What follows belongs to an exercise in optimizing a design on an open flow for small area and a short achievable clock period; a production flow would make more cautious choices. At most, simulation tests tie the RTL to the original design; equivalence was not proved. For runs 4 and 5, only the layout was checked, not whether the RTL still works. No activity file was given, so power comes from the tool's default toggle rates.

### flow/run.sh
#!/bin/bash
# Own flow: the standard layout (standard.sh, unchanged synthesis,
# floorplan, power grid, placement, CTS and routing), with two changes:
#  - the port buffers are plain buffers instead of the delay cells that
#    buffer_ports picks by default;
#  - setup repair aims at a margin below the clock period.
# Each tool's full output stays in orfs/logs; make's output goes to
# standard.log in this folder.
set -euo pipefail
bash standard.sh \
  "BUFFER_PORTS_ARGS=-buffer_cell sky130_fd_sc_hd__buf_1" \
  SETUP_SLACK_MARGIN=7 \
  finish > standard.log 2>&1
### standard.sh
#!/bin/bash
# synth_recipe.tcl (not shown) runs the flow's synth.tcl, then flattens the netlist and writes it again
# the make line also repeats each setting of config.mk as NAME=value (left out here)
make -C /OpenROAD-flow-scripts/flow DESIGN_CONFIG=/design/flow/config.mk WORK_HOME=/design/flow/orfs CLKGATE_MAP_FILE= SYNTH_SCRIPT=/design/flow/synth_recipe.tcl "${@:-finish}"
### config.mk
export PLATFORM = sky130hd
export DESIGN_NAME = finalproject
export DESIGN_NICKNAME = finalproject
export VERILOG_FILES = /design/flow/design.v
export SDC_FILE = /design/flow/constraint.sdc
export NUM_CORES = 4
export LEC_CHECK = 0
export ABC_AREA = 1
export CAP_MARGIN = 0
export CORE_MARGIN = 2
export CORE_UTILIZATION = 40
export SLEW_MARGIN = 0
### constraint.sdc
create_clock -name core_clock -period 10.0 [get_ports {CLK}]
set_input_delay 2.0000 -clock core_clock [delete_from_list [all_inputs] [get_ports {CLK}]]
set_output_delay 2.0000 -clock core_clock [all_outputs]
set_load 0.01 [all_outputs]
### design.v
module finalproject #(
    parameter CLK_FREQ_HZ = 8_000,
    parameter SCAN_RATE   = 1000
)(
    input  wire        CLK,
    input  wire        RST_N,
    input  wire [3:0]  ROWS,
    output wire [3:0]  COLS,
    output wire [7:0]  HEX0,
    output wire [7:0]  HEX1,
    output wire [7:0]  HEX2,
    output wire [9:0]  LEDS,
    output wire [7:0]  DBG
);
    reg [2:0] cnt;
    reg       tick;        
    reg       first;       
    reg [3:0] colsx;       
    assign COLS = colsx ^ 4'b1110;
    always @(posedge CLK or negedge RST_N) begin
        if (!RST_N) begin
            cnt   <= 3'd0;
            tick  <= 1'b0;
            first <= 1'b1;
            colsx <= 4'b0000;
        end else begin
            cnt  <= cnt + 3'd1;
            tick <= (cnt == 3'd7);
            if (tick) begin
                first <= 1'b0;
                if (!first) colsx <= {COLS[2:0], COLS[3]} ^ 4'b1110;
            end
        end
    end
    wire one_row = (ROWS == 4'b1110) | (ROWS == 4'b1101) |
                   (ROWS == 4'b1011) | (ROWS == 4'b0111);
    wire [1:0] cidx = {~COLS[3] | ~COLS[2], ~COLS[3] | ~COLS[1]};
    wire [1:0] ridx = {~ROWS[3] | ~ROWS[2], ~ROWS[3] | ~ROWS[1]};
    reg [3:0] kcode;
    always @(*) begin
        case ({cidx, ridx})
            4'b00_00: kcode = 4'd1;  4'b00_01: kcode = 4'd4;
            4'b00_10: kcode = 4'd7;  4'b00_11: kcode = 4'hE;
            4'b01_00: kcode = 4'd2;  4'b01_01: kcode = 4'd5;
            4'b01_10: kcode = 4'd8;  4'b01_11: kcode = 4'd0;
            4'b10_00: kcode = 4'd3;  4'b10_01: kcode = 4'd6;
            4'b10_10: kcode = 4'd9;  4'b10_11: kcode = 4'hF;
            4'b11_00: kcode = 4'hA;  4'b11_01: kcode = 4'hB;
            4'b11_10: kcode = 4'hC;  default:  kcode = 4'hD;
        endcase
    end
    reg [3:0] code;        
    reg       kev;         
    reg       idle;        
    always @(posedge CLK) code <= kcode;
    always @(posedge CLK or negedge RST_N) begin
        if (!RST_N) begin
            kev  <= 1'b0;
            idle <= 1'b1;
        end else begin
            kev <= tick & idle & one_row;
            if (tick) idle <= (ROWS == 4'b1111);
        end
    end
    wire k_clr   = (code == 4'hE);
    wire k_eq    = (code == 4'hF);
    wire k_op    = code[3] & (code[2] ^ code[1]);
    wire k_digit = ~code[3] | ~(code[2] | code[1]);
    function [6:0] seg;
        input [3:0] v;
        begin
            seg[0] = (v[0] & ~v[1] & ~v[2] & ~v[3]) | (v[0] & ~v[1] & v[2] & v[3]) | (~v[0] & ~v[1] & v[2] & ~v[3]) | (v[0] & v[1] & ~v[2] & v[3]);
            seg[1] = (~v[0] & v[2] & v[3]) | (v[0] & ~v[1] & v[2] & ~v[3]) | (~v[0] & v[1] & v[2]) | (v[0] & v[1] & v[3]);
            seg[2] = (~v[0] & v[1] & ~v[2] & ~v[3]) | (v[1] & v[2] & v[3]) | (~v[0] & v[2] & v[3]);
            seg[3] = (v[0] & ~v[1] & ~v[2] & ~v[3]) | (~v[0] & ~v[1] & v[2] & ~v[3]) | (~v[0] & v[1] & ~v[2] & v[3]) | (v[0] & v[1] & v[2]);
            seg[4] = (v[0] & ~v[3]) | (~v[1] & v[2] & ~v[3]) | (v[0] & ~v[1] & ~v[2]);
            seg[5] = (v[0] & ~v[1] & v[2] & v[3]) | (v[1] & ~v[2] & ~v[3]) | (v[0] & ~v[2] & ~v[3]) | (v[0] & v[1] & ~v[3]);
            seg[6] = (~v[0] & ~v[1] & v[2] & v[3]) | (v[0] & v[1] & v[2] & ~v[3]) | (~v[1] & ~v[2] & ~v[3]);
        end
    endfunction
    reg [6:0] opa, opb;
    reg [2:0] op;
    reg       opsel;
    reg       done;
    reg       nfirst_op;   
    wire      first_op = ~nfirst_op;
    reg [1:0] dcnt;
    reg [3:0] last_key;
    reg       nready;      
    wire      ready = ~nready;
    reg [6:0] nh0, nh1, nh2;
    wire [6:0] hex0 = nh0 ^ 7'b1000000;
    wire [6:0] hex1 = ~nh1;
    wire [6:0] hex2 = ~nh2;
    reg [9:0] lfsr;
    wire acc   = kev & ready;
    wire work  = acc & ~k_clr & ~done;      
    wire w_dig = work & k_digit;
    wire w_op  = work & k_op;
    wire w_eq  = work & k_eq;
    wire w_clr = acc & k_clr;
    wire       two = (dcnt == 2'd1);
    wire [6:0] x10 = {last_key, 3'b000} + {2'b00, last_key, 1'b0} + {3'b000, code};
    wire [6:0] nv  = two ? x10 : {3'b000, code};
    localparam [9:0] LFSR_SEED = 10'h001;
    localparam [9:0] LFSR_END  = 10'h2d3;
    wire [9:0] lfsr_nx = {lfsr[8:0], lfsr[9] ^ lfsr[6]};
    always @(posedge CLK)
        lfsr <= work ? LFSR_SEED : lfsr_nx;
    localparam S_IDLE = 3'd0, S_WAIT = 3'd1, S_START = 3'd2, S_LOOP = 3'd3,
               S_FIX = 3'd4, S_CONV = 3'd5, S_SEG = 3'd6;
    reg [7:0] R, Q;
    reg       c, qc, eqf;
    reg [2:0] st;
    wire op_sub = (op == 3'd2);
    wire op_mul = (op == 3'd3);
    wire op_div = (op == 3'd4);
    wire k0 = (cnt == 3'd0);
    wire k7 = (cnt == 3'd7);
    wire [7:0] opa8 = {1'b0, opa};
    wire [7:0] opb8 = {1'b0, opb};
    wire ab = opa8[cnt];
    wire bb = opb8[cnt];
    wire tb = (cnt == 3'd1) | (cnt == 3'd3);                  
    wire eb = (cnt == 3'd1) | (cnt == 3'd2) | (cnt == 3'd3);   
    wire bz  = (opb == 7'd0);
    wire err = op_div & bz;
    wire ld  = ~op_mul;    
    wire in_conv = (st == S_CONV);
    wire sub = in_conv | op_sub | op_div;
    wire rb  = R[0];
    wire qb  = Q[0];
    wire yb  = (in_conv ? tb : bb) ^ sub;
    wire cin = k0 ? sub : c;
    wire sb  = rb ^ yb ^ cin;
    wire cout = (rb & yb) | (cin & (rb ^ yb));
    wire qcin = k0 | qc;
    wire qs  = qb ^ qcin;
    reg nbR, nbQ;
    always @(*) begin
        case (st)
            S_START: begin
                nbR = err ? eb : (ld & ab);
                nbQ = err ? eb : ld;
            end
            S_LOOP, S_CONV: begin
                nbR = sb;
                nbQ = qs;
            end
            S_FIX: begin
                nbR = op_div ? qb : (op_mul & rb);
                nbQ = 1'b0;
            end
            default: begin
                nbR = rb;
                nbQ = qb;
            end
        endcase
        if (k7) begin
            nbR = 1'b0;
            nbQ = 1'b0;
        end
    end
    wire ge10 = R[7] | R[6] | R[5] | (R[4] & (R[3] | R[2]));
    wire q9   = Q[4] & Q[1];
    wire [2:0] s_cs = (ge10 & ~q9) ? S_CONV : S_SEG;
    wire [3:0] units = {R[2], R[1], R[0], R[7]};       
    wire [3:0] s0   = (st == S_SEG) ? Q[4:1] : (k_eq ? (units & {4{opsel}}) : code);
    wire [6:0] seg0 = seg(s0);
    reg [2:0] st_n;
    always @(*) begin
        case (st)
            S_WAIT:  st_n = S_START;
            S_START: st_n = err ? S_SEG : ((ld | ~eqf) ? S_LOOP : s_cs);
            S_LOOP:  st_n = op_mul ? (eqf ? S_FIX : S_LOOP) :
                            op_div ? (c ? S_LOOP : S_FIX) :
                            op_sub ? (c ? s_cs : S_FIX) : s_cs;
            S_FIX:   st_n = s_cs;
            S_CONV:  st_n = s_cs;
            default: st_n = S_IDLE;
        endcase
    end
    always @(posedge CLK) begin
        c   <= cout;
        qc  <= qcin & qb;
        eqf <= (k0 | eqf) & ~(nbQ ^ ab);
        R   <= {nbR, R[7:1]};
        if ((st == S_SEG) & k7) Q <= {1'b0, seg0};
        else Q <= {nbQ, Q[7:1]};
    end
    always @(posedge CLK or negedge RST_N) begin
        if (!RST_N) st <= S_IDLE;
        else if (w_dig | w_op) st <= S_WAIT;
        else if (k7) st <= st_n;
    end
    wire [2:0] op_n   = w_clr ? 3'd0 : (w_op ? code[2:0] - 3'd1 : op);
    wire       done_n = ~w_clr & (done | w_eq);
    always @(posedge CLK or negedge RST_N) begin
        if (!RST_N) begin
            opa <= 0; opb <= 0; op <= 0; opsel <= 0; done <= 0;
            nfirst_op <= 0; dcnt <= 0; last_key <= 0; nready <= 0;
            nh0 <= 7'd0; nh1 <= 7'd0; nh2 <= 7'd0;
        end else begin
            if (work) nready <= 1'b1;
            else if (lfsr == LFSR_END && cnt == 3'd2) nready <= 1'b0;
            if (acc) last_key <= code;
            if (w_clr | (w_dig & first_op)) opa <= w_clr ? 7'd0 : nv;
            if (w_clr | (w_dig & ~first_op)) opb <= w_clr ? 7'd0 : nv;
            op <= op_n;
            done <= done_n;
            if (w_clr | w_op) opsel <= w_op;
            if (w_clr | w_op) nfirst_op <= ~w_clr;
            if (w_clr | w_op | w_dig) dcnt <= w_dig ? (two ? 2'd2 : 2'd1) : 2'd0;
            if (w_clr) nh0 <= (7'b1000000) ^ 7'b1000000;
            else if (w_dig | w_eq) nh0 <= (seg0) ^ 7'b1000000;
            if (w_eq) nh1 <= ~(opsel ? {Q[5:0], Q[7]} : 7'b1000000);
            else if (w_dig & two) nh1 <= ~(hex0);
            else if (w_clr | w_op | w_dig) nh1 <= ~(7'b1111111);
            if (w_clr) nh2 <= ~(7'b1111111);
            else if (w_op)
                case (code[2:0])
                    3'b010:  nh2 <= ~(7'b0001000);     
                    3'b011:  nh2 <= ~(7'b0000011);     
                    3'b100:  nh2 <= ~(7'b1000110);     
                    default: nh2 <= ~(7'b0100001);     
                endcase
            else if (w_eq & ~opsel) nh2 <= ~(7'b0001110);   
        end
    end
    assign HEX0 = {1'b1, hex0};
    assign HEX1 = {1'b1, hex1};
    assign HEX2 = {1'b1, hex2};
    assign LEDS = {done, opsel, first_op, dcnt, ready, last_key};
    assign DBG  = {op, done, opa[3:0]};
endmodule
==> flow_summary.html, run 1 <==
<table>
<tr><th>Metric</th><th>Value</th></tr>
<tr><th colspan="2">Route</th></tr>
<tr><td>Detailed-route DRC error count</td><td>0</td></tr>
<tr><td>Detail Route Antenna Nets</td><td>0</td></tr>
<tr><td>Overall routed net length</td><td>11.0 mm</td></tr>
<tr><td>Average wire per cell in the routed design</td><td>13.1 um</td></tr>
<tr><td>Total met2 wirelength after detailed routing</td><td>5.01 mm</td></tr>
<tr><td>Detailed-routing iteration count for the pre-antenna-repair pass</td><td>6</td></tr>
<tr><td>DR vias</td><td>4072</td></tr>
<tr><td>M1 WL</td><td>5.30 mm</td></tr>
<tr><td>Routed wire length on met3</td><td>521 um</td></tr>
<tr><td>Top routing layer in use</td><td>met4</td></tr>
<tr><td>First DRT Iteration DRCs</td><td>187</td></tr>
<tr><td>Per-cell via count in the routed design</td><td>4.84</td></tr>
<tr><th colspan="2">STA</th></tr>
<tr><td>Setup TNS</td><td>0 ns</td></tr>
<tr><td>RSZ-0062 raised after global routing</td><td>true</td></tr>
<tr><td>Final period util</td><td>29.6%</td></tr>
<tr><td>Post-layout min period</td><td>2.96 ns</td></tr>
<tr><td>Setup-failing EPs final</td><td>0</td></tr>
<tr><td>Achievable frequency</td><td>338 MHz</td></tr>
<tr><td>Fin. Hold Viols</td><td>0</td></tr>
<tr><td>Max-slew violations</td><td>0</td></tr>
<tr><td>Relative slew slack</td><td>45.5%</td></tr>
<tr><td>Setup Skew</td><td>0.00888 ns</td></tr>
<tr><td>Worst hold slack</td><td>0.350 ns</td></tr>
<tr><td>Least-Margin Pin Slew</td><td>0.817 ns</td></tr>
<tr><th colspan="2">Finish</th></tr>
<tr><td>Nets</td><td>697</td></tr>
<tr><td>Share of layout cells above drive strength 1</td><td>9.79%</td></tr>
<tr><td>Commonest cells after routing, fill and taps aside</td><td>sky130_fd_sc_hd__nand2_1 (159), sky130_fd_sc_hd__inv_1 (87), sky130_fd_sc_hd__o21ai_0 (64), sky130_fd_sc_hd__dfrtp_1 (57), sky130_fd_sc_hd__nor2_1 (48)</td></tr>
<tr><td>Number of cells in the finished layout apart from fillers</td><td>842</td></tr>
<tr><td>Commonest non-fill, non-tap cell in the layout</td><td>sky130_fd_sc_hd__nand2_1</td></tr>
<tr><td>Post-route cell area</td><td>5500 sq um</td></tr>
<tr><td># diodes</td><td>0</td></tr>
<tr><td>Area growth, synth to finish</td><td>11.0%</td></tr>
<tr><th colspan="2">Clock network</th></tr>
<tr><td>CTS tree</td><td>done</td></tr>
<tr><td>Clock buffers created by TritonCTS</td><td>9</td></tr>
<tr><td>Clock Sinks</td><td>95</td></tr>
<tr><td>Clock Latency Late Sink</td><td>0.34 ns</td></tr>
<tr><td>Clock-pin transition on the worst setup and hold timing paths</td><td>0.07 ns</td></tr>
<tr><td>H-tree levels</td><td>3</td></tr>
<tr><td>Buffers from clock root to sink, at most</td><td>2</td></tr>
<tr><td>Clock tree root buffer cell</td><td>sky130_fd_sc_hd__clkbuf_16</td></tr>
<tr><th colspan="2">Placement</th></tr>
<tr><td>Number of input and output port buffers inserted</td><td>48</td></tr>
<tr><td>Weighted congestion at the end of routability-driven global placement</td><td>0.925</td></tr>
<tr><td>Total placed instance area</td><td>5170 sq um</td></tr>
<tr><td>Dpl hpwl</td><td>8.27 mm</td></tr>
<tr><td>Cell total after placement</td><td>824</td></tr>
<tr><th colspan="2">Setup path</th></tr>
<tr><td>Standard cell with the maximum stage delay on the critical path</td><td>sky130_fd_sc_hd__dfrtp_2</td></tr>
<tr><td>Data required, critical path</td><td>8.00 ns</td></tr>
<tr><td>Critical path startpoint category</td><td>flop</td></tr>
<tr><td>Depth of the worst register-to-register path</td><td>8</td></tr>
<tr><td>Series of cell instances along the critical path</td><td>inv_1, clkbuf_2</td></tr>
<tr><td>R2r endpoint</td><td>opb[3]</td></tr>
<tr><td>Worst path arrival time</td><td>0.96 ns</td></tr>
<tr><td>RR Startpoint</td><td>code[3]</td></tr>
<tr><td>Maximum fanout count along the critical path</td><td>6</td></tr>
<tr><td>Start point of the critical path</td><td>colsx[3]</td></tr>
<tr><td>Worst setup slack for register-to-register paths</td><td>7.61 ns</td></tr>
<tr><td>CP peak stage delay</td><td>0.44 ns</td></tr>
<tr><td>Sort of element at the end of the critical path</td><td>output port</td></tr>
<tr><td>Critical path start-end classification</td><td>reg2out</td></tr>
<tr><th colspan="2">Yosys</th></tr>
<tr><td>Flip-flop and latch count after synthesis</td><td>95</td></tr>
<tr><td>Average size of a mapped cell</td><td>7.85 sq um</td></tr>
<tr><td>Post-synthesis instance total</td><td>631</td></tr>
<tr><td>Cell variety after synth</td><td>45</td></tr>
<tr><td>Netlist Area Pre-Place</td><td>4950 sq um</td></tr>
<tr><td>Portion of the post-synthesis area used by sequential elements</td><td>44.7%</td></tr>
<tr><td>Yosys Warn Count</td><td>1</td></tr>
<tr><th colspan="2">GRT</th></tr>
<tr><td>Maximum number of pins on one net before global-route repair</td><td>63</td></tr>
<tr><td>Number of antenna violations at the first check in global routing</td><td>0</td></tr>
<tr><td>First-pass GRT wire length</td><td>18.0 mm</td></tr>
<tr><td>Total global-route track usage</td><td>17.2%</td></tr>
<tr><td>Number of global-route vias before repair</td><td>3730</td></tr>
<tr><td>Total grt overflow</td><td>0</td></tr>
<tr><th colspan="2">Min path</th></tr>
<tr><td>Min-Delay Startpoint</td><td>R[5]</td></tr>
<tr><td>Number of cells on the worst hold path</td><td>0</td></tr>
<tr><td>Hold Path Sink</td><td>R[4]</td></tr>
<tr><td>Hold WC Path Type</td><td>reg2reg</td></tr>
<tr><th colspan="2">Status</th></tr>
<tr><td>Run status</td><td>timing/DRC/antenna clean</td></tr>
<tr><th colspan="2">Power</th></tr>
<tr><td>Net load switching power</td><td>0.223 mW</td></tr>
<tr><td>Proportion of power drawn by combinational gates</td><td>9.9%</td></tr>
<tr><td>Cell Pwr Density</td><td>158 nW/um^2</td></tr>
<tr><td>Part of the total power dissipated in sequential elements</td><td>50.5%</td></tr>
<tr><td>Clk pwr share</td><td>39.6%</td></tr>
<tr><td>Switching Fraction</td><td>25.8%</td></tr>
<tr><td>Internal power</td><td>0.643 mW</td></tr>
<tr><td>Highest ir drop seen on vdd</td><td>0.0958 mV</td></tr>
<tr><td>LEAKAGE</td><td>2.63 nW</td></tr>
<tr><th colspan="2">Die</th></tr>
<tr><td>Boundary Pins</td><td>52</td></tr>
<tr><td>Die W</td><td>115 um</td></tr>
<tr><td>Die Area</td><td>13300 sq um</td></tr>
<tr><td>Placeable Area</td><td>12100 sq um</td></tr>
<tr><td>Initial core utilization</td><td>41.0%</td></tr>
<tr><td>Height of the chip</td><td>115 um</td></tr>
<tr><td>Std cell rows</td><td>40</td></tr>
<tr><th colspan="2">Run</th></tr>
<tr><td>Max cap viols</td><td>0</td></tr>
</table>
cells by family (layout without fill, tap and decap cells):
| group | count (synthesis) | after routing | share of synthesized area [%] |
|---|---|---|---|
| flops | 95 | 95 | 44.7 |
| simple gates | 274 | 274 | 24.7 |
| compound gates | 109 | 109 | 12.3 |
| other cells | 1 | 3 | 0.0757 |
| buf+inv | 124 | 165 | 11.1 |
| mux | 1 | 1 | 0.227 |
| xor+xnor | 5 | 5 | 0.884 |
| fa+ha+maj | 22 | 22 | 6.01 |
per-layer routing:
layer / track usage (%) / vias up
li1: - / 2082
met1: 23.8 / 1891
met2: 27.1 / 81
met3: 3.32 / 18
met4: 5.94 / 0
met5: 0 / -
timing repair:
action	in CTS	in global routing
endpoints found under the setup margin	3	6
gates resized for setup	4	5
cloned	0	0
hold buffers	0	0
buffers inserted	0	2
hold endpoints to repair	0	0
power groups by stage:
stage	Clock, mW	Sequential (mW)	Combinational (mW)
CTS	0.353	0.438	0.0873
finish	0.344	0.438	0.0854
global route	0.365	0.440	0.0998
detailed placement	0	0.445	0.0867
floorplan	0	0.440	0.0669
global placement	0	0.444	0.0837
worst max-delay path by stage:
stage / end / slack, ns / cells after the start
final: COLS[3] / 7.04 / 2
after CTS: COLS[3] / 7.00 / 2
after detailed placement: code[2] / 7.17 / 6
after floorplan: LEDS[7] / 7.42 / 2
after global placement: nh0[1] / 7.22 / 2
after global routing: COLS[3] / 6.99 / 2
area by class of cell:
type                    instances  area, sq um
inverters                      98          368
flip-flops and latches         95         2220
well taps                     168          210
multi-input cells             414         2190
clock buffers                   9          225
clock inverters                 7         72.6
fillers                      1249         6570
repair buffers                 51          210
Yosys cell counts, drive strengths merged:
cell | n | area share, %
a211oi | 1 | 0.15
a21oi | 22 | 2.5
a31oi | 1 | 0.13
buf | 25 | 3.6
clkbuf | 1 | 0.076
clkinv | 2 | 0.15
conb | 1 | 0.076
dfrtp | 60 | 30
dfstp | 2 | 1.1
dfxtp | 33 | 13
fa | 3 | 1.2
ha | 19 | 4.8
inv | 96 | 7.3
mux2 | 1 | 0.23
nand2 | 165 | 13
nand3 | 28 | 3.3
nand3b | 2 | 0.30
nand4 | 7 | 0.88
nor2 | 59 | 5.7
nor3 | 8 | 0.91
nor4 | 3 | 0.38
o211ai | 2 | 0.30
o21ai | 72 | 7.4
o21bai | 1 | 0.15
o22ai | 2 | 0.25
o311ai | 7 | 1.2
o31ai | 1 | 0.15
or2 | 2 | 0.25
xnor2 | 4 | 0.71
xor2 | 1 | 0.18
worst max-delay path: cells and delay by family, from the launching register on:
kind / cells / cell delay [ns]
buf+inv: 2 / 0.18
flops: 1 / 0.44
through the flow:
step	total power [mW]	util, %	setup WS (ns)
global route	0.906	45.6	6.99
detailed placement	0.532	42.9	7.17
global placement	0.528	42.9	7.22
finish	0.867	45.6	7.04
floorplan	0.507	-	7.42
CTS	0.878	45.4	7.00
registers in the layout, summed over array words and instances, names as in the netlist, 4 cells and up:
register / cells
lfsr: 10
Q: 8
R: 8
nh0: 7
nh1: 7
nh2: 7
opa: 7
opb: 7
code: 4
colsx: 4
last_key: 4
==> inputs of run 2 (changes only) <==
--- a/config.mk
+++ b/config.mk
@@ -7,6 +7,7 @@
 export LEC_CHECK = 0
 export ABC_AREA = 1
-export CAP_MARGIN = 0
+export CAP_MARGIN = 20
 export CORE_MARGIN = 2
 export CORE_UTILIZATION = 40
-export SLEW_MARGIN = 0
+export GPL_ROUTABILITY_DRIVEN = 0
+export SLEW_MARGIN = 20
==> flow_summary.html, run 2 <==
<table>
<tr><th>Metric</th><th>Value</th></tr>
<tr><th colspan="2">Setup path</th></tr>
<tr><td>Critical path startpoint category</td><td>flop</td></tr>
<tr><td>Maximum fanout count along the critical path</td><td>6</td></tr>
<tr><td>Worst path arrival time</td><td>0.96 ns</td></tr>
<tr><td>Sort of element at the end of the critical path</td><td>output port</td></tr>
<tr><td>Critical path start-end classification</td><td>reg2out</td></tr>
<tr><td>Data required, critical path</td><td>8.00 ns</td></tr>
<tr><th colspan="2">Clock network</th></tr>
<tr><td>Clock buffers created by TritonCTS</td><td>9</td></tr>
<tr><td>CTS tree</td><td>done</td></tr>
<tr><td>H-tree levels</td><td>3</td></tr>
<tr><td>Clock tree root buffer cell</td><td>sky130_fd_sc_hd__clkbuf_16</td></tr>
<tr><td>Clock-pin transition on the worst setup and hold timing paths</td><td>0.07 ns</td></tr>
<tr><td>Clock Latency Late Sink</td><td>0.34 ns</td></tr>
<tr><td>CTS Hold Buffers Added</td><td>0</td></tr>
<tr><td>Buffers from clock root to sink, at most</td><td>2</td></tr>
<tr><td>Clock Sinks</td><td>95</td></tr>
<tr><th colspan="2">Yosys</th></tr>
<tr><td>Most frequently used cell type in the post-synthesis netlist</td><td>sky130_fd_sc_hd__nand2_1</td></tr>
<tr><td>Average size of a mapped cell</td><td>7.85 sq um</td></tr>
<tr><td>Largest cells by area after synthesis</td><td>sky130_fd_sc_hd__dfrtp_1 (30%), sky130_fd_sc_hd__dfxtp_1 (13%), sky130_fd_sc_hd__nand2_1 (12%), sky130_fd_sc_hd__inv_1 (6.7%), sky130_fd_sc_hd__o21ai_0 (6.5%)</td></tr>
<tr><td>Number of flops mapped to enable cells by yosys</td><td>0</td></tr>
<tr><td>Adder-cell share of the synthesized area</td><td>6.01%</td></tr>
<tr><td>Flip-flop and latch count after synthesis</td><td>95</td></tr>
<tr><td>Area fraction in compound gates after synthesis</td><td>12.3%</td></tr>
<tr><td>Portion of the post-synthesis area used by sequential elements</td><td>44.7%</td></tr>
<tr><td>Cell variety after synth</td><td>45</td></tr>
<tr><td>Synth Area in XOR/XNOR</td><td>0.885%</td></tr>
<tr><td>Yosys Warn Count</td><td>1</td></tr>
<tr><td>Library cell occupying the most area in the post-synthesis netlist</td><td>sky130_fd_sc_hd__dfrtp_1</td></tr>
<tr><td>Main flop type after synthesis</td><td>sky130_fd_sc_hd__dfrtp_1</td></tr>
<tr><td>Share of flip-flops with an asynchronous set or reset</td><td>65.3%</td></tr>
<tr><td>Mux contribution to synthesized area</td><td>0.227%</td></tr>
<tr><td>Fraction of synthesized cell area taken by the top area cell type</td><td>30.3%</td></tr>
<tr><td>Combinational family with the most area after synthesis</td><td>simple AND/OR/NAND/NOR gates</td></tr>
<tr><td>Netlist Area Pre-Place</td><td>4950 sq um</td></tr>
<tr><td>List of most frequent post-synthesis cells</td><td>sky130_fd_sc_hd__nand2_1 (159), sky130_fd_sc_hd__inv_1 (88), sky130_fd_sc_hd__o21ai_0 (64)</td></tr>
<tr><td>Area share of and/or/nand/nor cells after synthesis</td><td>24.7%</td></tr>
<tr><td>Post-synthesis instance total</td><td>631</td></tr>
<tr><th colspan="2">GRT</th></tr>
<tr><td>Total grt overflow</td><td>0</td></tr>
<tr><td>First-pass GRT wire length</td><td>18.0 mm</td></tr>
<tr><td>Total global-route track usage</td><td>17.2%</td></tr>
<tr><td>GRT Max-Usage Layer</td><td>met2</td></tr>
<tr><td>GRT met3 Usage</td><td>3.32%</td></tr>
<tr><td>Grt met1 use</td><td>23.8%</td></tr>
<tr><td>Number of antenna violations at the first check in global routing</td><td>0</td></tr>
<tr><td>Number of global-route vias before repair</td><td>3730</td></tr>
<tr><td>GRT met2 Usage</td><td>27.1%</td></tr>
<tr><td>Maximum number of pins on one net before global-route repair</td><td>63</td></tr>
<tr><th colspan="2">Status</th></tr>
<tr><td>Run status</td><td>timing/DRC/antenna clean</td></tr>
<tr><th colspan="2">Finish</th></tr>
<tr><td>Nets</td><td>697</td></tr>
<tr><td>Share of layout cells above drive strength 1</td><td>9.79%</td></tr>
<tr><td>Commonest cells after routing, fill and taps aside</td><td>sky130_fd_sc_hd__nand2_1 (159), sky130_fd_sc_hd__inv_1 (87), sky130_fd_sc_hd__o21ai_0 (64), sky130_fd_sc_hd__dfrtp_1 (57), sky130_fd_sc_hd__nor2_1 (48)</td></tr>
<tr><td>Biggest regs</td><td>lfsr (10), Q (8), R (8)</td></tr>
<tr><td># diodes</td><td>0</td></tr>
<tr><td>Area growth, synth to finish</td><td>11.0%</td></tr>
<tr><td>Commonest non-fill, non-tap cell in the layout</td><td>sky130_fd_sc_hd__nand2_1</td></tr>
<tr><td>Flip-flop count of the largest register, all copies and words added</td><td>10</td></tr>
<tr><td>Filler cells</td><td>1249</td></tr>
<tr><td>Largest register by flop count</td><td>lfsr</td></tr>
<tr><th colspan="2">STA</th></tr>
<tr><td>Max-slew violations</td><td>0</td></tr>
<tr><td>Worst hold slack</td><td>0.350 ns</td></tr>
<tr><td>Setup-failing EPs final</td><td>0</td></tr>
<tr><td>Least-Margin Pin Slew</td><td>0.817 ns</td></tr>
<tr><td>Setup TNS</td><td>0 ns</td></tr>
<tr><td>Setup Skew</td><td>0.00888 ns</td></tr>
<tr><td>Fin. Hold Viols</td><td>0</td></tr>
<tr><td>Post-layout min period</td><td>2.96 ns</td></tr>
<tr><td>Final period util</td><td>29.6%</td></tr>
<tr><td>RSZ-0062 raised after global routing</td><td>true</td></tr>
<tr><td>Relative slew slack</td><td>45.5%</td></tr>
<tr><td>Achievable frequency</td><td>338 MHz</td></tr>
<tr><th colspan="2">Power</th></tr>
<tr><td>Cell Pwr Density</td><td>158 nW/um^2</td></tr>
<tr><td>Highest ir drop seen on vdd</td><td>0.0958 mV</td></tr>
<tr><td>LEAKAGE</td><td>2.63 nW</td></tr>
<tr><td>Overall power after layout</td><td>0.867 mW</td></tr>
<tr><th colspan="2">Run</th></tr>
<tr><td>Max cap viols</td><td>0</td></tr>
<tr><th colspan="2">Route</th></tr>
<tr><td>Detailed-route DRC error count</td><td>0</td></tr>
<tr><td>Detailed-routing iteration count for the pre-antenna-repair pass</td><td>6</td></tr>
<tr><td>Detail Route Antenna Nets</td><td>0</td></tr>
<tr><td>Per-cell via count in the routed design</td><td>4.84</td></tr>
<tr><td>Overall routed net length</td><td>11.0 mm</td></tr>
<tr><td>Average wire per cell in the routed design</td><td>13.1 um</td></tr>
<tr><td>DR vias</td><td>4072</td></tr>
<tr><td>First DRT Iteration DRCs</td><td>187</td></tr>
<tr><th colspan="2">Die</th></tr>
<tr><td>Initial core utilization</td><td>41.0%</td></tr>
<tr><td>Placeable Area</td><td>12100 sq um</td></tr>
<tr><td>Die W</td><td>115 um</td></tr>
<tr><td>Boundary Pins</td><td>52</td></tr>
<tr><td>Die Area</td><td>13300 sq um</td></tr>
<tr><td>Std cell rows</td><td>40</td></tr>
<tr><td>Height of the chip</td><td>115 um</td></tr>
<tr><th colspan="2">Placement</th></tr>
<tr><td>Dpl hpwl</td><td>8.27 mm</td></tr>
<tr><td>Number of input and output port buffers inserted</td><td>48</td></tr>
<tr><th colspan="2">Min path</th></tr>
<tr><td>Hold WC Path Type</td><td>reg2reg</td></tr>
</table>
==> run 2: cell counts in the layout (fill, tap and decap cells not counted) <==
No cell type changed its count.
==> run 2: final timing paths <==
kind,slack [ns],start,end,cells after the start
setup reg to reg,7.61,code[3],opb[3],8
hold reg to reg,0.35,R[5],R[4],0
setup / recovery,7.04,colsx[3],COLS[3],2
max in group asynchronous,7.59,RST_N,colsx[3],2
hold / removal,0.35,R[5],R[4],0
min in group asynchronous,1.83,RST_N,opa[0],2
==> run 2: per-layer routing <==
layer | wire [um] | part of all wire, % | up-vias
li1 | - | - | 2082
met1 | 5300 | 48 | 1891
met2 | 5010 | 45 | 81
met3 | 521 | 4.7 | 18
met4 | 218 | 2.0 | 0
met5 | 0 | 0 | -
==> run 2: timing repair <==
item / CTS / global route
setup buffers: 0 / 2
setup endpoints to repair: 3 / 6
resized for setup: 4 / 5
==> run 2: cells by family after synthesis <==
| kind of cell | after synthesis |
|---|---|
| xor+xnor | 5 |
| mux | 1 |
| compound gates | 109 |
| other cells | 1 |
| buf+inv | 124 |
| flops | 95 |
| fa+ha+maj | 22 |
| simple gates | 274 |
==> run 2: worst max-delay path, stage by stage (launching register included) <==
cell	delay [ns]
sky130_fd_sc_hd__dfrtp_2	0.44
sky130_fd_sc_hd__inv_1	0.06
sky130_fd_sc_hd__clkbuf_2	0.12
==> run 2: layout make-up <==
class	count	area (sq um)	share of cell area, %
clock buffers	9	225	4.10
flip-flops and latches	95	2220	40.4
well taps	168	210	3.82
repair buffers	51	210	3.82
inverters	98	368	6.69
multi-input cells	414	2190	39.9
clock inverters	7	72.6	1.32
==> run 2: through the flow <==
| stage | instances | cell area [sq um] | setup WS, ns | util, % |
|---|---|---|---|---|
| finish | 842 | 5500 | 7.04 | 45.6 |
| global route | 842 | 5500 | 6.99 | 45.6 |
| CTS | 840 | 5480 | 7.00 | 45.4 |
| detailed placement | 824 | 5170 | 7.17 | 42.9 |
| global placement | 824 | 5170 | 7.22 | 42.9 |
| floorplan | 633 | 4960 | 7.42 | - |
==> run 2: power breakdown <==
group | switching (mW) | internal (mW) | total [mW]
logic | 0.0537 | 0.0318 | 0.0854
clock network | 0.149 | 0.194 | 0.344
registers | 0.0205 | 0.417 | 0.438
total | 0.223 | 0.643 | 0.867
==> inputs of run 3 (changes only) <==
--- a/config.mk
+++ b/config.mk
@@ -10,4 +10,3 @@
 export CORE_MARGIN = 2
 export CORE_UTILIZATION = 40
-export GPL_ROUTABILITY_DRIVEN = 0
 export SLEW_MARGIN = 20
==> flow_summary.html, run 3 <==
<table>
<tr><th>Metric</th><th>Value</th></tr>
<tr><th colspan="2">Yosys</th></tr>
<tr><td>Number of flops mapped to enable cells by yosys</td><td>0</td></tr>
<tr><td>Cell variety after synth</td><td>45</td></tr>
<tr><td>Main flop type after synthesis</td><td>sky130_fd_sc_hd__dfrtp_1</td></tr>
<tr><td>Netlist Area Pre-Place</td><td>4950 sq um</td></tr>
<tr><td>Share of flip-flops with an asynchronous set or reset</td><td>65.3%</td></tr>
<tr><td>Average size of a mapped cell</td><td>7.85 sq um</td></tr>
<tr><td>Largest cells by area after synthesis</td><td>sky130_fd_sc_hd__dfrtp_1 (30%), sky130_fd_sc_hd__dfxtp_1 (13%), sky130_fd_sc_hd__nand2_1 (12%), sky130_fd_sc_hd__inv_1 (6.7%), sky130_fd_sc_hd__o21ai_0 (6.5%)</td></tr>
<tr><td>Post-synthesis instance total</td><td>631</td></tr>
<tr><td>Portion of the post-synthesis area used by sequential elements</td><td>44.7%</td></tr>
<tr><td>Most frequently used cell type in the post-synthesis netlist</td><td>sky130_fd_sc_hd__nand2_1</td></tr>
<tr><td>List of most frequent post-synthesis cells</td><td>sky130_fd_sc_hd__nand2_1 (159), sky130_fd_sc_hd__inv_1 (88), sky130_fd_sc_hd__o21ai_0 (64)</td></tr>
<tr><td>Library cell occupying the most area in the post-synthesis netlist</td><td>sky130_fd_sc_hd__dfrtp_1</td></tr>
<tr><td>Flip-flop and latch count after synthesis</td><td>95</td></tr>
<tr><td>Yosys Warn Count</td><td>1</td></tr>
<tr><td>Fraction of synthesized cell area taken by the top area cell type</td><td>30.3%</td></tr>
<tr><th colspan="2">STA</th></tr>
<tr><td>Least-Margin Pin Slew</td><td>0.817 ns</td></tr>
<tr><td>RSZ-0062 raised after global routing</td><td>true</td></tr>
<tr><td>Setup Skew</td><td>0.00888 ns</td></tr>
<tr><td>Post-layout min period</td><td>2.96 ns</td></tr>
<tr><td>Relative slew slack</td><td>45.5%</td></tr>
<tr><td>Setup TNS</td><td>0 ns</td></tr>
<tr><td>Setup-failing EPs final</td><td>0</td></tr>
<tr><td>Final period util</td><td>29.6%</td></tr>
<tr><td>Achievable frequency</td><td>338 MHz</td></tr>
<tr><td>Max-slew violations</td><td>0</td></tr>
<tr><td>Fin. Hold Viols</td><td>0</td></tr>
<tr><th colspan="2">Finish</th></tr>
<tr><td>Core utilization of the finished layout</td><td>45.6%</td></tr>
<tr><td>Biggest regs</td><td>lfsr (10), Q (8), R (8)</td></tr>
<tr><td>Largest register by flop count</td><td>lfsr</td></tr>
<tr><td>Share of layout cells above drive strength 1</td><td>9.79%</td></tr>
<tr><td>Area growth, synth to finish</td><td>11.0%</td></tr>
<tr><td># diodes</td><td>0</td></tr>
<tr><td>Commonest non-fill, non-tap cell in the layout</td><td>sky130_fd_sc_hd__nand2_1</td></tr>
<tr><td>Filler cells</td><td>1249</td></tr>
<tr><td>Commonest cells after routing, fill and taps aside</td><td>sky130_fd_sc_hd__nand2_1 (159), sky130_fd_sc_hd__inv_1 (87), sky130_fd_sc_hd__o21ai_0 (64), sky130_fd_sc_hd__dfrtp_1 (57), sky130_fd_sc_hd__nor2_1 (48)</td></tr>
<tr><td>Flip-flop count of the largest register, all copies and words added</td><td>10</td></tr>
<tr><td>Nets</td><td>697</td></tr>
<tr><th colspan="2">Min path</th></tr>
<tr><td>Hold WC Path Type</td><td>reg2reg</td></tr>
<tr><td>Number of cells on the worst hold path</td><td>0</td></tr>
<tr><th colspan="2">Clock network</th></tr>
<tr><td>Clock buffers created by TritonCTS</td><td>9</td></tr>
<tr><td>Clock Sinks</td><td>95</td></tr>
<tr><td>CTS tree</td><td>done</td></tr>
<tr><td>Clock Latency Late Sink</td><td>0.34 ns</td></tr>
<tr><td>H-tree levels</td><td>3</td></tr>
<tr><td>Buffers from clock root to sink, at most</td><td>2</td></tr>
<tr><td>Clock tree root buffer cell</td><td>sky130_fd_sc_hd__clkbuf_16</td></tr>
<tr><td>CTS Hold Buffers Added</td><td>0</td></tr>
<tr><td>Clock-pin transition on the worst setup and hold timing paths</td><td>0.07 ns</td></tr>
<tr><th colspan="2">Setup path</th></tr>
<tr><td>Depth of the worst register-to-register path</td><td>8</td></tr>
<tr><td>Top cell family by delay on the critical path</td><td>flip-flops</td></tr>
<tr><td>Maximum fanout count along the critical path</td><td>6</td></tr>
<tr><td>Worst path arrival time</td><td>0.96 ns</td></tr>
<tr><td>Critical path startpoint category</td><td>flop</td></tr>
<tr><td>Count of buffer and inverter cells on the critical path</td><td>2</td></tr>
<tr><td>Data required, critical path</td><td>8.00 ns</td></tr>
<tr><td>Number of stages on the worst setup path</td><td>2</td></tr>
<tr><td>Series of cell instances along the critical path</td><td>inv_1, clkbuf_2</td></tr>
<tr><td>CP peak stage delay</td><td>0.44 ns</td></tr>
<tr><td>Sort of element at the end of the critical path</td><td>output port</td></tr>
<tr><td>Standard cell with the maximum stage delay on the critical path</td><td>sky130_fd_sc_hd__dfrtp_2</td></tr>
<tr><td>Critical path start-end classification</td><td>reg2out</td></tr>
<tr><th colspan="2">GRT</th></tr>
<tr><td>Total grt overflow</td><td>0</td></tr>
<tr><td>Total global-route track usage</td><td>17.2%</td></tr>
<tr><td>First-pass GRT wire length</td><td>18.0 mm</td></tr>
<tr><td>Number of antenna violations at the first check in global routing</td><td>0</td></tr>
<tr><td>Number of global-route vias before repair</td><td>3730</td></tr>
<tr><td>Maximum number of pins on one net before global-route repair</td><td>63</td></tr>
<tr><th colspan="2">Power</th></tr>
<tr><td>Net load switching power</td><td>0.223 mW</td></tr>
<tr><td>Part of the total power dissipated in sequential elements</td><td>50.5%</td></tr>
<tr><td>Proportion of power drawn by combinational gates</td><td>9.9%</td></tr>
<tr><td>Switching Fraction</td><td>25.8%</td></tr>
<tr><td>Internal power</td><td>0.643 mW</td></tr>
<tr><td>Clk pwr share</td><td>39.6%</td></tr>
<tr><td>LEAKAGE</td><td>2.63 nW</td></tr>
<tr><td>Cell Pwr Density</td><td>158 nW/um^2</td></tr>
<tr><td>Highest ir drop seen on vdd</td><td>0.0958 mV</td></tr>
<tr><th colspan="2">Route</th></tr>
<tr><td>Total met2 wirelength after detailed routing</td><td>5.01 mm</td></tr>
<tr><td>M1 WL</td><td>5.30 mm</td></tr>
<tr><td>Routed wire length on met3</td><td>521 um</td></tr>
<tr><td>Per-cell via count in the routed design</td><td>4.84</td></tr>
<tr><td>DR vias</td><td>4072</td></tr>
<tr><td>Detailed-routing iteration count for the pre-antenna-repair pass</td><td>6</td></tr>
<tr><td>Top routing layer in use</td><td>met4</td></tr>
<tr><td>Overall routed net length</td><td>11.0 mm</td></tr>
<tr><td>Average wire per cell in the routed design</td><td>13.1 um</td></tr>
<tr><td>Detail Route Antenna Nets</td><td>0</td></tr>
<tr><td>Detailed-route DRC error count</td><td>0</td></tr>
<tr><td>First DRT Iteration DRCs</td><td>187</td></tr>
<tr><th colspan="2">Die</th></tr>
<tr><td>Die Area</td><td>13300 sq um</td></tr>
<tr><td>Std cell rows</td><td>40</td></tr>
<tr><td>Die W</td><td>115 um</td></tr>
<tr><td>Boundary Pins</td><td>52</td></tr>
<tr><td>Height of the chip</td><td>115 um</td></tr>
<tr><td>Placeable Area</td><td>12100 sq um</td></tr>
<tr><td>Initial core utilization</td><td>41.0%</td></tr>
<tr><th colspan="2">Placement</th></tr>
<tr><td>Dpl hpwl</td><td>8.27 mm</td></tr>
<tr><td>Number of input and output port buffers inserted</td><td>48</td></tr>
<tr><td>Weighted congestion at the end of routability-driven global placement</td><td>0.925</td></tr>
<tr><th colspan="2">Status</th></tr>
<tr><td>Run status</td><td>timing/DRC/antenna clean</td></tr>
<tr><th colspan="2">Run</th></tr>
<tr><td>Max cap viols</td><td>0</td></tr>
</table>
run 3: per-layer routing:
| metal | GRT usage, % | vias to the layer above |
|---|---|---|
| met3 | 3.32 | 18 |
| met2 | 27.1 | 81 |
| li1 | - | 2082 |
| met1 | 23.8 | 1891 |
| met5 | 0 | - |
| met4 | 5.94 | 0 |
run 3: power groups by stage:
stage | combinational [mW] | sequential (mW) | clock (mW)
global route | 0.0998 | 0.440 | 0.365
detailed placement | 0.0867 | 0.445 | 0
floorplan | 0.0669 | 0.440 | 0
CTS | 0.0873 | 0.438 | 0.353
finish | 0.0854 | 0.438 | 0.344
global placement | 0.0837 | 0.444 | 0
run 3: worst paths after layout:
path,start,endpoint,slack (ns)
min reg2reg,R[5],R[4],0.35
max in group asynchronous,RST_N,colsx[3],7.59
max,colsx[3],COLS[3],7.04
min,R[5],R[4],0.35
min in group asynchronous,RST_N,opa[0],1.83
max reg2reg,code[3],opb[3],7.61
run 3: worst register-to-register path: stages, from the launching register on:
cell	delay, ns
sky130_fd_sc_hd__dfxtp_1	0.49
sky130_fd_sc_hd__inv_1	0.14
sky130_fd_sc_hd__fa_1	0.50
sky130_fd_sc_hd__inv_1	0.07
sky130_fd_sc_hd__fa_1	0.53
sky130_fd_sc_hd__inv_1	0.04
sky130_fd_sc_hd__a211oi_1	0.37
sky130_fd_sc_hd__nand2_1	0.10
sky130_fd_sc_hd__o21ai_0	0.09
run 3: kinds of logic after synthesis:
logic type,Yosys count,synth area share [%]
flops,95,44.7
mux,1,0.227
fa+ha+maj,22,6.01
buf+inv,124,11.1
compound gates,109,12.3
other cells,1,0.0757
simple gates,274,24.7
xor+xnor,5,0.884
run 3: repair_timing:
| item | CTS | global route |
|---|---|---|
| setup endpoints to repair | 3 | 6 |
| resized for setup | 4 | 5 |
| setup buffers | 0 | 2 |
run 3: cell type report:
| cell class | count | area (sq um) | share of cell area, % |
|---|---|---|---|
| timing repair buffer | 51 | 210 | 3.82 |
| clock inverter | 7 | 72.6 | 1.32 |
| inverter | 98 | 368 | 6.69 |
| sequential | 95 | 2220 | 40.4 |
| tap | 168 | 210 | 3.82 |
| multi-input combinational | 414 | 2190 | 39.9 |
| clock buffer | 9 | 225 | 4.10 |
run 3: per-stage QoR:
step                power [mW]  hold WS [ns]  cells  cell area, sq um  setup WS (ns)
global route             0.906         0.363    842              5500           6.99
floorplan                0.507         0.325    633              4960           7.42
finish                   0.867         0.350    842              5500           7.04
CTS                      0.878         0.350    840              5480           7.00
detailed placement       0.532         0.336    824              5170           7.17
global placement         0.528         0.330    824              5170           7.22
==> inputs of run 4 (changes only) <==
--- a/design.v
+++ b/design.v
@@ -157,8 +157,4 @@
             end
         endcase
-        if (k7) begin
-            nbR = 1'b0;
-            nbQ = 1'b0;
-        end
     end
     wire ge10 = R[7] | R[6] | R[5] | (R[4] & (R[3] | R[2]));
==> flow_summary.html, run 4 <==
<table>
<tr><th>Metric</th><th>Value</th></tr>
<tr><th colspan="2">Finish</th></tr>
<tr><td>Nets</td><td>699</td></tr>
<tr><td>Area growth, synth to finish</td><td>11.9%</td></tr>
<tr><td>Commonest cells after routing, fill and taps aside</td><td>sky130_fd_sc_hd__nand2_1 (142), sky130_fd_sc_hd__inv_1 (88), sky130_fd_sc_hd__dfrtp_1 (57), sky130_fd_sc_hd__nor2_1 (56), sky130_fd_sc_hd__o21ai_0 (51)</td></tr>
<tr><td># diodes</td><td>0</td></tr>
<tr><td>Filler cells</td><td>1207</td></tr>
<tr><td>Commonest non-fill, non-tap cell in the layout</td><td>sky130_fd_sc_hd__nand2_1</td></tr>
<tr><td>Biggest regs</td><td>lfsr (10), Q (8), R (8)</td></tr>
<tr><td>Share of layout cells above drive strength 1</td><td>10.7%</td></tr>
<tr><td>Largest register by flop count</td><td>lfsr</td></tr>
<tr><td>Flip-flop count of the largest register, all copies and words added</td><td>10</td></tr>
<tr><th colspan="2">Min path</th></tr>
<tr><td>Min-Delay Startpoint</td><td>R[4]</td></tr>
<tr><td>Hold Path Sink</td><td>R[3]</td></tr>
<tr><td>Number of cells on the worst hold path</td><td>0</td></tr>
<tr><td>Hold WC Path Type</td><td>reg2reg</td></tr>
<tr><th colspan="2">Yosys</th></tr>
<tr><td>Most frequently used cell type in the post-synthesis netlist</td><td>sky130_fd_sc_hd__nand2_1</td></tr>
<tr><td>Largest cells by area after synthesis</td><td>sky130_fd_sc_hd__dfrtp_1 (30%), sky130_fd_sc_hd__dfxtp_1 (13%), sky130_fd_sc_hd__nand2_1 (11%), sky130_fd_sc_hd__inv_1 (6.8%), sky130_fd_sc_hd__o21ai_0 (5.1%)</td></tr>
<tr><td>Fraction of synthesized cell area taken by the top area cell type</td><td>30.2%</td></tr>
<tr><td>Average size of a mapped cell</td><td>7.91 sq um</td></tr>
<tr><td>Area share of and/or/nand/nor cells after synthesis</td><td>25.1%</td></tr>
<tr><td>Cell variety after synth</td><td>42</td></tr>
<tr><td>Main flop type after synthesis</td><td>sky130_fd_sc_hd__dfrtp_1</td></tr>
<tr><td>Combinational family with the most area after synthesis</td><td>simple AND/OR/NAND/NOR gates</td></tr>
<tr><td>Post-synthesis instance total</td><td>628</td></tr>
<tr><td>Netlist Area Pre-Place</td><td>4970 sq um</td></tr>
<tr><td>Yosys Warn Count</td><td>1</td></tr>
<tr><td>Number of flops mapped to enable cells by yosys</td><td>0</td></tr>
<tr><td>Adder-cell share of the synthesized area</td><td>5.99%</td></tr>
<tr><td>Portion of the post-synthesis area used by sequential elements</td><td>44.6%</td></tr>
<tr><td>Area fraction in compound gates after synthesis</td><td>12.2%</td></tr>
<tr><td>Mux contribution to synthesized area</td><td>0.227%</td></tr>
<tr><td>Library cell occupying the most area in the post-synthesis netlist</td><td>sky130_fd_sc_hd__dfrtp_1</td></tr>
<tr><td>List of most frequent post-synthesis cells</td><td>sky130_fd_sc_hd__nand2_1 (142), sky130_fd_sc_hd__inv_1 (90), sky130_fd_sc_hd__dfrtp_1 (60)</td></tr>
<tr><td>Flip-flop and latch count after synthesis</td><td>95</td></tr>
<tr><td>Share of flip-flops with an asynchronous set or reset</td><td>65.3%</td></tr>
<tr><td>Synth Area in XOR/XNOR</td><td>0.881%</td></tr>
<tr><th colspan="2">Route</th></tr>
<tr><td>Per-cell via count in the routed design</td><td>4.81</td></tr>
<tr><td>First DRT Iteration DRCs</td><td>164</td></tr>
<tr><td>Detailed-route DRC error count</td><td>0</td></tr>
<tr><td>Overall routed net length</td><td>11.1 mm</td></tr>
<tr><td>Detailed-routing iteration count for the pre-antenna-repair pass</td><td>5</td></tr>
<tr><td>Detail Route Antenna Nets</td><td>0</td></tr>
<tr><td>DR vias</td><td>4056</td></tr>
<tr><td>Average wire per cell in the routed design</td><td>13.2 um</td></tr>
<tr><th colspan="2">STA</th></tr>
<tr><td>Setup TNS</td><td>0 ns</td></tr>
<tr><td>Final period util</td><td>29.7%</td></tr>
<tr><td>Least-Margin Pin Slew</td><td>0.822 ns</td></tr>
<tr><td>Post-route setup slack</td><td>7.03 ns</td></tr>
<tr><td>Max-slew violations</td><td>0</td></tr>
<tr><td>Setup Skew</td><td>0.00440 ns</td></tr>
<tr><td>Relative slew slack</td><td>45.2%</td></tr>
<tr><td>RSZ-0062 raised after global routing</td><td>true</td></tr>
<tr><td>Worst hold slack</td><td>0.349 ns</td></tr>
<tr><td>Post-layout min period</td><td>2.97 ns</td></tr>
<tr><td>Fin. Hold Viols</td><td>0</td></tr>
<tr><td>Achievable frequency</td><td>337 MHz</td></tr>
<tr><td>Setup-failing EPs final</td><td>0</td></tr>
<tr><th colspan="2">Die</th></tr>
<tr><td>Placeable Area</td><td>12100 sq um</td></tr>
<tr><td>Die W</td><td>115 um</td></tr>
<tr><td>Die Area</td><td>13300 sq um</td></tr>
<tr><td>Boundary Pins</td><td>52</td></tr>
<tr><td>Initial core utilization</td><td>41.2%</td></tr>
<tr><td>Height of the chip</td><td>115 um</td></tr>
<tr><td>Std cell rows</td><td>40</td></tr>
<tr><th colspan="2">Placement</th></tr>
<tr><td>Number of input and output port buffers inserted</td><td>48</td></tr>
<tr><td>Pre-CTS WS</td><td>7.05 ns</td></tr>
<tr><td>Weighted congestion at the end of routability-driven global placement</td><td>0.860</td></tr>
<tr><td>Dpl hpwl</td><td>8.39 mm</td></tr>
<tr><th colspan="2">Power</th></tr>
<tr><td>Proportion of power drawn by combinational gates</td><td>21.3%</td></tr>
<tr><td>Cell Pwr Density</td><td>195 nW/um^2</td></tr>
<tr><td>Internal power</td><td>0.728 mW</td></tr>
<tr><td>Highest ir drop seen on vdd</td><td>0.0997 mV</td></tr>
<tr><td>LEAKAGE</td><td>2.73 nW</td></tr>
<tr><td>Overall power after layout</td><td>1.08 mW</td></tr>
<tr><td>Switching Fraction</td><td>32.7%</td></tr>
<tr><td>Part of the total power dissipated in sequential elements</td><td>47.0%</td></tr>
<tr><td>Net load switching power</td><td>0.354 mW</td></tr>
<tr><td>Clk pwr share</td><td>31.7%</td></tr>
<tr><th colspan="2">Clock network</th></tr>
<tr><td>Clock buffers created by TritonCTS</td><td>9</td></tr>
<tr><td>Clock Sinks</td><td>95</td></tr>
<tr><td>Clock Latency Late Sink</td><td>0.34 ns</td></tr>
<tr><td>Clock-pin transition on the worst setup and hold timing paths</td><td>0.07 ns</td></tr>
<tr><td>Buffers from clock root to sink, at most</td><td>2</td></tr>
<tr><td>CTS tree</td><td>done</td></tr>
<tr><td>H-tree levels</td><td>3</td></tr>
<tr><td>Clock tree root buffer cell</td><td>sky130_fd_sc_hd__clkbuf_16</td></tr>
<tr><th colspan="2">GRT</th></tr>
<tr><td>Number of antenna violations at the first check in global routing</td><td>0</td></tr>
<tr><td>Total global-route track usage</td><td>17.8%</td></tr>
<tr><td>Number of global-route vias before repair</td><td>3908</td></tr>
<tr><td>First-pass GRT wire length</td><td>18.8 mm</td></tr>
<tr><td>Total grt overflow</td><td>0</td></tr>
<tr><td>Maximum number of pins on one net before global-route repair</td><td>63</td></tr>
<tr><th colspan="2">Setup path</th></tr>
<tr><td>Maximum fanout count along the critical path</td><td>3</td></tr>
<tr><td>Critical path startpoint category</td><td>flop</td></tr>
<tr><td>Worst setup slack for register-to-register paths</td><td>7.56 ns</td></tr>
<tr><td>Critical path start-end classification</td><td>reg2out</td></tr>
<tr><td>R2r endpoint</td><td>opb[6]</td></tr>
<tr><td>Data required, critical path</td><td>8.00 ns</td></tr>
<tr><td>Sort of element at the end of the critical path</td><td>output port</td></tr>
<tr><td>Depth of the worst register-to-register path</td><td>11</td></tr>
<tr><td>RR Startpoint</td><td>code[3]</td></tr>
<tr><td>Worst path arrival time</td><td>0.97 ns</td></tr>
<tr><th colspan="2">Status</th></tr>
<tr><td>Run status</td><td>timing/DRC/antenna clean</td></tr>
<tr><th colspan="2">Run</th></tr>
<tr><td>Max cap viols</td><td>0</td></tr>
</table>
[run 4: cell count changes after synthesis, sizes merged, moves of 4 or more]
cell	delta
o211ai	+4
nand2	-18
o311ai	-6
nand3	+12
nor2	+4
[run 4: through the flow]
stage	instance area (sq um)	utilization (%)	instances
2_1_floorplan	4980	-	630
3_3_place_gp	5200	43.1	822
3_5_place_dp	5200	43.1	822
4_1_cts	5530	45.9	841
5_1_grt	5560	46.1	844
6_report	5560	46.1	844
[run 4: area by class of cell]
| class | count | area, sq um | share of cell area (%) |
|---|---|---|---|
| clock buffers | 10 | 250 | 4.50 |
| clock inverters | 6 | 50.0 | 0.900 |
| inverters | 100 | 375 | 6.75 |
| multi-input cells | 410 | 2210 | 39.8 |
| flip-flops and latches | 95 | 2220 | 39.9 |
| well taps | 168 | 210 | 3.78 |
| repair buffers | 55 | 241 | 4.34 |
[run 4: timing repair]
action	in CTS	in global routing
hold buffers	0	0
buffers inserted	3	3
setup endpoints to repair	6	5
gates resized for setup	7	3
[run 4: worst max-delay path by stage]
| stage | startpoint | end | slack, ns | depth (start not counted) |
|---|---|---|---|---|
| final | nfirst_op | LEDS[7] | 7.03 | 2 |
| after detailed placement | ROWS[1] | kev | 7.05 | 5 |
| after global placement | ROWS[1] | kev | 7.21 | 5 |
| after global routing | nfirst_op | LEDS[7] | 6.98 | 2 |
| after CTS | nfirst_op | LEDS[7] | 7.01 | 2 |
| after floorplan | nfirst_op | LEDS[7] | 7.36 | 2 |
[run 4: power groups by stage]
stage	Clock [mW]	Combinational, mW	Sequential (mW)
after global routing	0.365	0.266	0.519
after detailed placement	0	0.228	0.517
final	0.343	0.230	0.509
after global placement	0	0.225	0.515
after CTS	0.350	0.231	0.509
after floorplan	0	0.179	0.500
[run 4: cells by family (layout without fill, tap and decap cells)]
group           Yosys count  count (layout)
compound gates          104             104
xor+xnor                  5               5
fa+ha+maj                22              22
buf+inv                 125             171
flops                    95              95
mux                       1               1
other cells               1               3
simple gates            275             275
[run 4: metal layers]
layer | global-route usage (%) | vias up | share of wire, %
met5 | 0 | - | 0
met2 | 27.6 | 86 | 45
met3 | 2.20 | 6 | 4.7
met4 | 7.47 | 0 | 1.0
met1 | 25.4 | 1886 | 49
li1 | - | 2078 | -
[run 4: critical path: stages (launching register included)]
cell and delay [ns]:
sky130_fd_sc_hd__dfrtp_1 0.39, sky130_fd_sc_hd__inv_2 0.10, sky130_fd_sc_hd__buf_4 0.14
==> inputs of run 5 (changes only) <==
--- a/design.v
+++ b/design.v
@@ -81,8 +81,8 @@
     reg [6:0] opa, opb;
     reg [2:0] op;
-    reg       opsel;
     reg       done;
     reg       nfirst_op;   
     wire      first_op = ~nfirst_op;
+    wire      opsel = nfirst_op;
     reg [1:0] dcnt;
     reg [3:0] last_key;
@@ -157,4 +157,8 @@
             end
         endcase
+        if (k7) begin
+            nbR = 1'b0;
+            nbQ = 1'b0;
+        end
     end
     wire ge10 = R[7] | R[6] | R[5] | (R[4] & (R[3] | R[2]));
@@ -194,5 +198,5 @@
     always @(posedge CLK or negedge RST_N) begin
         if (!RST_N) begin
-            opa <= 0; opb <= 0; op <= 0; opsel <= 0; done <= 0;
+            opa <= 0; opb <= 0; op <= 0; done <= 0;
             nfirst_op <= 0; dcnt <= 0; last_key <= 0; nready <= 0;
             nh0 <= 7'd0; nh1 <= 7'd0; nh2 <= 7'd0;
@@ -205,5 +209,4 @@
             op <= op_n;
             done <= done_n;
-            if (w_clr | w_op) opsel <= w_op;
             if (w_clr | w_op) nfirst_op <= ~w_clr;
             if (w_clr | w_op | w_dig) dcnt <= w_dig ? (two ? 2'd2 : 2'd1) : 2'd0;
==> flow_summary.html, run 5 <==
<table>
<tr><th>Metric</th><th>Value</th></tr>
<tr><th colspan="2">Power</th></tr>
<tr><td>Clk pwr share</td><td>38.8%</td></tr>
<tr><td>Highest ir drop seen on vdd</td><td>0.0795 mV</td></tr>
<tr><td>Overall power after layout</td><td>0.841 mW</td></tr>
<tr><td>Cell Pwr Density</td><td>151 nW/um^2</td></tr>
<tr><td>Internal power</td><td>0.612 mW</td></tr>
<tr><td>Proportion of power drawn by combinational gates</td><td>10.1%</td></tr>
<tr><td>Part of the total power dissipated in sequential elements</td><td>51.2%</td></tr>
<tr><td>Net load switching power</td><td>0.229 mW</td></tr>
<tr><td>Switching Fraction</td><td>27.2%</td></tr>
<tr><th colspan="2">Clock network</th></tr>
<tr><td>Clock Latency Late Sink</td><td>0.35 ns</td></tr>
<tr><td>Buffers from clock root to sink, at most</td><td>2</td></tr>
<tr><td>Clock-pin transition on the worst setup and hold timing paths</td><td>0.07 ns</td></tr>
<tr><td>H-tree levels</td><td>3</td></tr>
<tr><td>Clock buffers created by TritonCTS</td><td>9</td></tr>
<tr><td>CTS tree</td><td>done</td></tr>
<tr><td>CTS Hold Buffers Added</td><td>0</td></tr>
<tr><td>Clock Sinks</td><td>94</td></tr>
<tr><th colspan="2">Route</th></tr>
<tr><td>Detailed-routing iteration count for the pre-antenna-repair pass</td><td>4</td></tr>
<tr><td>Detailed-route DRC error count</td><td>0</td></tr>
<tr><td>Average wire per cell in the routed design</td><td>13.1 um</td></tr>
<tr><td>First DRT Iteration DRCs</td><td>265</td></tr>
<tr><td>Overall routed net length</td><td>11.1 mm</td></tr>
<tr><td>Per-cell via count in the routed design</td><td>4.78</td></tr>
<tr><td>Detail Route Antenna Nets</td><td>0</td></tr>
<tr><th colspan="2">Die</th></tr>
<tr><td>Die W</td><td>116 um</td></tr>
<tr><td>Std cell rows</td><td>40</td></tr>
<tr><td>Height of the chip</td><td>116 um</td></tr>
<tr><td>Placeable Area</td><td>12100 sq um</td></tr>
<tr><td>Boundary Pins</td><td>52</td></tr>
<tr><td>Die Area</td><td>13400 sq um</td></tr>
<tr><td>Initial core utilization</td><td>41.3%</td></tr>
<tr><th colspan="2">Yosys</th></tr>
<tr><td>Post-synthesis instance total</td><td>631</td></tr>
<tr><td>Portion of the post-synthesis area used by sequential elements</td><td>44.0%</td></tr>
<tr><td>Fraction of synthesized cell area taken by the top area cell type</td><td>29.7%</td></tr>
<tr><td>Netlist Area Pre-Place</td><td>4980 sq um</td></tr>
<tr><td>Main flop type after synthesis</td><td>sky130_fd_sc_hd__dfrtp_1</td></tr>
<tr><td>Share of flip-flops with an asynchronous set or reset</td><td>64.9%</td></tr>
<tr><td>Average size of a mapped cell</td><td>7.89 sq um</td></tr>
<tr><td>List of most frequent post-synthesis cells</td><td>sky130_fd_sc_hd__nand2_1 (155), sky130_fd_sc_hd__inv_1 (87), sky130_fd_sc_hd__dfrtp_1 (59)</td></tr>
<tr><td>Number of flops mapped to enable cells by yosys</td><td>0</td></tr>
<tr><th colspan="2">Min path</th></tr>
<tr><td>Hold WC Path Type</td><td>reg2reg</td></tr>
<tr><th colspan="2">GRT</th></tr>
<tr><td>Number of antenna violations at the first check in global routing</td><td>0</td></tr>
<tr><td>Total global-route track usage</td><td>17.9%</td></tr>
<tr><td>First-pass GRT wire length</td><td>18.5 mm</td></tr>
<tr><td>Maximum number of pins on one net before global-route repair</td><td>62</td></tr>
<tr><th colspan="2">STA</th></tr>
<tr><td>Fin. Hold Viols</td><td>0</td></tr>
<tr><td>Final period util</td><td>29.8%</td></tr>
<tr><td>Setup-failing EPs final</td><td>0</td></tr>
<tr><td>Post-layout min period</td><td>2.98 ns</td></tr>
<tr><td>Least-Margin Pin Slew</td><td>0.779 ns</td></tr>
<tr><td>Setup TNS</td><td>0 ns</td></tr>
<tr><td>Max-slew violations</td><td>0</td></tr>
<tr><td>Setup Skew</td><td>0.00784 ns</td></tr>
<tr><th colspan="2">Setup path</th></tr>
<tr><td>CP peak stage delay</td><td>0.44 ns</td></tr>
<tr><td>Critical path start-end classification</td><td>reg2out</td></tr>
<tr><td>Worst path arrival time</td><td>0.98 ns</td></tr>
<tr><td>Critical path startpoint category</td><td>flop</td></tr>
<tr><td>Sort of element at the end of the critical path</td><td>output port</td></tr>
<tr><td>Series of cell instances along the critical path</td><td>clkinv_4, buf_6</td></tr>
<tr><th colspan="2">Finish</th></tr>
<tr><td>Commonest non-fill, non-tap cell in the layout</td><td>sky130_fd_sc_hd__nand2_1</td></tr>
<tr><td>Filler cells</td><td>1237</td></tr>
<tr><td>Flip-flop count of the largest register, all copies and words added</td><td>10</td></tr>
<tr><td>Area growth, synth to finish</td><td>11.8%</td></tr>
<tr><td># diodes</td><td>0</td></tr>
<tr><td>Share of layout cells above drive strength 1</td><td>11.5%</td></tr>
<tr><td>Area of the multi-input gates</td><td>2230 sq um</td></tr>
<tr><td>Largest register by flop count</td><td>lfsr</td></tr>
<tr><td>Biggest regs</td><td>lfsr (10), Q (8), R (8)</td></tr>
<tr><th colspan="2">Placement</th></tr>
<tr><td>Number of input and output port buffers inserted</td><td>48</td></tr>
<tr><td>Weighted congestion at the end of routability-driven global placement</td><td>0.859</td></tr>
<tr><th colspan="2">Status</th></tr>
<tr><td>Run status</td><td>timing/DRC/antenna clean</td></tr>
</table>
run 5: changes by cell type in the layout (fill, tap and decap cells not counted), moves of 4 or more:
cell and delta:
sky130_fd_sc_hd__nand2_1 +13, sky130_fd_sc_hd__nand2_2 +5, sky130_fd_sc_hd__nor2_1 -6, sky130_fd_sc_hd__nor3_1 -4
sky130_fd_sc_hd__o21ai_0 +7, sky130_fd_sc_hd__o21ai_2 -6, sky130_fd_sc_hd__o22ai_1 +4, sky130_fd_sc_hd__o311ai_1 +4
run 5: timing repair:
action / 4_1_cts / 5_1_grt
resized for setup: 6 / 7
gates cloned: 0 / 0
setup buffers: 4 / 3
endpoints found under the setup margin: 4 / 9
run 5: final timing paths:
path                           start       to  slack (ns)  depth (start not counted)
hold reg to reg                 R[6]     R[5]        0.35                          0
setup reg to reg              cnt[1]     R[7]        7.49                         12
min in group asynchronous      RST_N   cnt[1]        1.80                          2
max in group asynchronous      RST_N     done        7.64                          2
setup / recovery           nfirst_op  LEDS[7]        7.02                          2
hold / removal                  R[6]     R[5]        0.35                          0
run 5: critical path: cells and delay by family (launching register included):
kind | cells | cell delay [ns]
flops | 1 | 0.44
buf+inv | 2 | 0.20
run 5: kinds of logic after synthesis:
kind of cell             count (synthesis)  share of synthesized area [%]
multiplexers                             2                          0.427
AO/OA/AOI/OAI                          110                           12.7
adder cells (fa/ha/maj)                 22                           5.98
flip-flops                              94                           44.0
XOR/XNOR                                 2                          0.352
buffers and inverters                  125                           11.3
other                                    1                         0.0753
AND/OR/NAND/NOR                        275                           25.2
run 5: power by group through the flow:
stage | registers, mW | logic, mW | clock network (mW)
2_1_floorplan | 0.432 | 0.0649 | 0
3_3_place_gp | 0.437 | 0.0814 | 0
3_5_place_dp | 0.438 | 0.0848 | 0
4_1_cts | 0.430 | 0.0859 | 0.335
5_1_grt | 0.435 | 0.0996 | 0.351
6_report | 0.430 | 0.0847 | 0.326
run 5: routing by layer:
| metal | vias up | share of wire [%] | track usage, % |
|---|---|---|---|
| li1 | 2083 | - | - |
| met5 | - | 0 | 0 |
| met1 | 1881 | 49 | 25.0 |
| met3 | 11 | 4.0 | 2.72 |
| met4 | 0 | 1.5 | 8.67 |
| met2 | 85 | 45 | 27.3 |
run 5: layout make-up:
type,instances,share of cell area (%)
timing repair buffer,56,4.59
inverter,101,7.04
clock inverter,7,1.03
multi-input combinational,414,40.1
sequential,94,39.4
tap,168,3.78
clock buffer,9,4.05
run 5: through the flow:
stage	cell area, sq um	hold slack, ns	worst slack (ns)	instances
floorplan	4980	0.325	7.18	633
global placement	5210	0.331	7.08	826
detailed placement	5210	0.341	7.03	826
CTS	5530	0.351	6.99	846
global route	5570	0.355	6.97	849
finish	5570	0.350	7.02	849

[what the ideal ports hide]
How much do the figures lean on ideal ports? The routed layouts below were timed once more, with nothing changed but the port constraints. Step 1 sets driving cells, clkbuf_16 on the clock port and buf_2 on the other inputs (assumed; they add their load-dependent delay and slew). Step 2 also shifts input and output timing later by t, the mid clock arrival at the registers, as if the neighbouring blocks saw the same clock. Three values: ideal ports, drivers, drivers and shift; two values: the first two.
run | t, ns | slack for setup (ns) | worst setup path at the end | clock arrival spread, ns
run 1 | 0.378 | 7.041 / 7.003 / 7.165 | input to register | 0.009 / 0.009
run 2 | 0.378 | 7.041 / 7.003 / 7.165 | input to register | 0.009 / 0.009
run 3 | 0.378 | 7.041 / 7.003 / 7.165 | input to register | 0.009 / 0.009
run 4 | 0.377 | 7.031 / 6.994 / 7.042 | input to register | 0.005 / 0.005
run 5 | 0.382 | 7.022 / 6.986 / 7.179 | input to register | 0.008 / 0.009
After both steps every run listed still meets setup and hold.
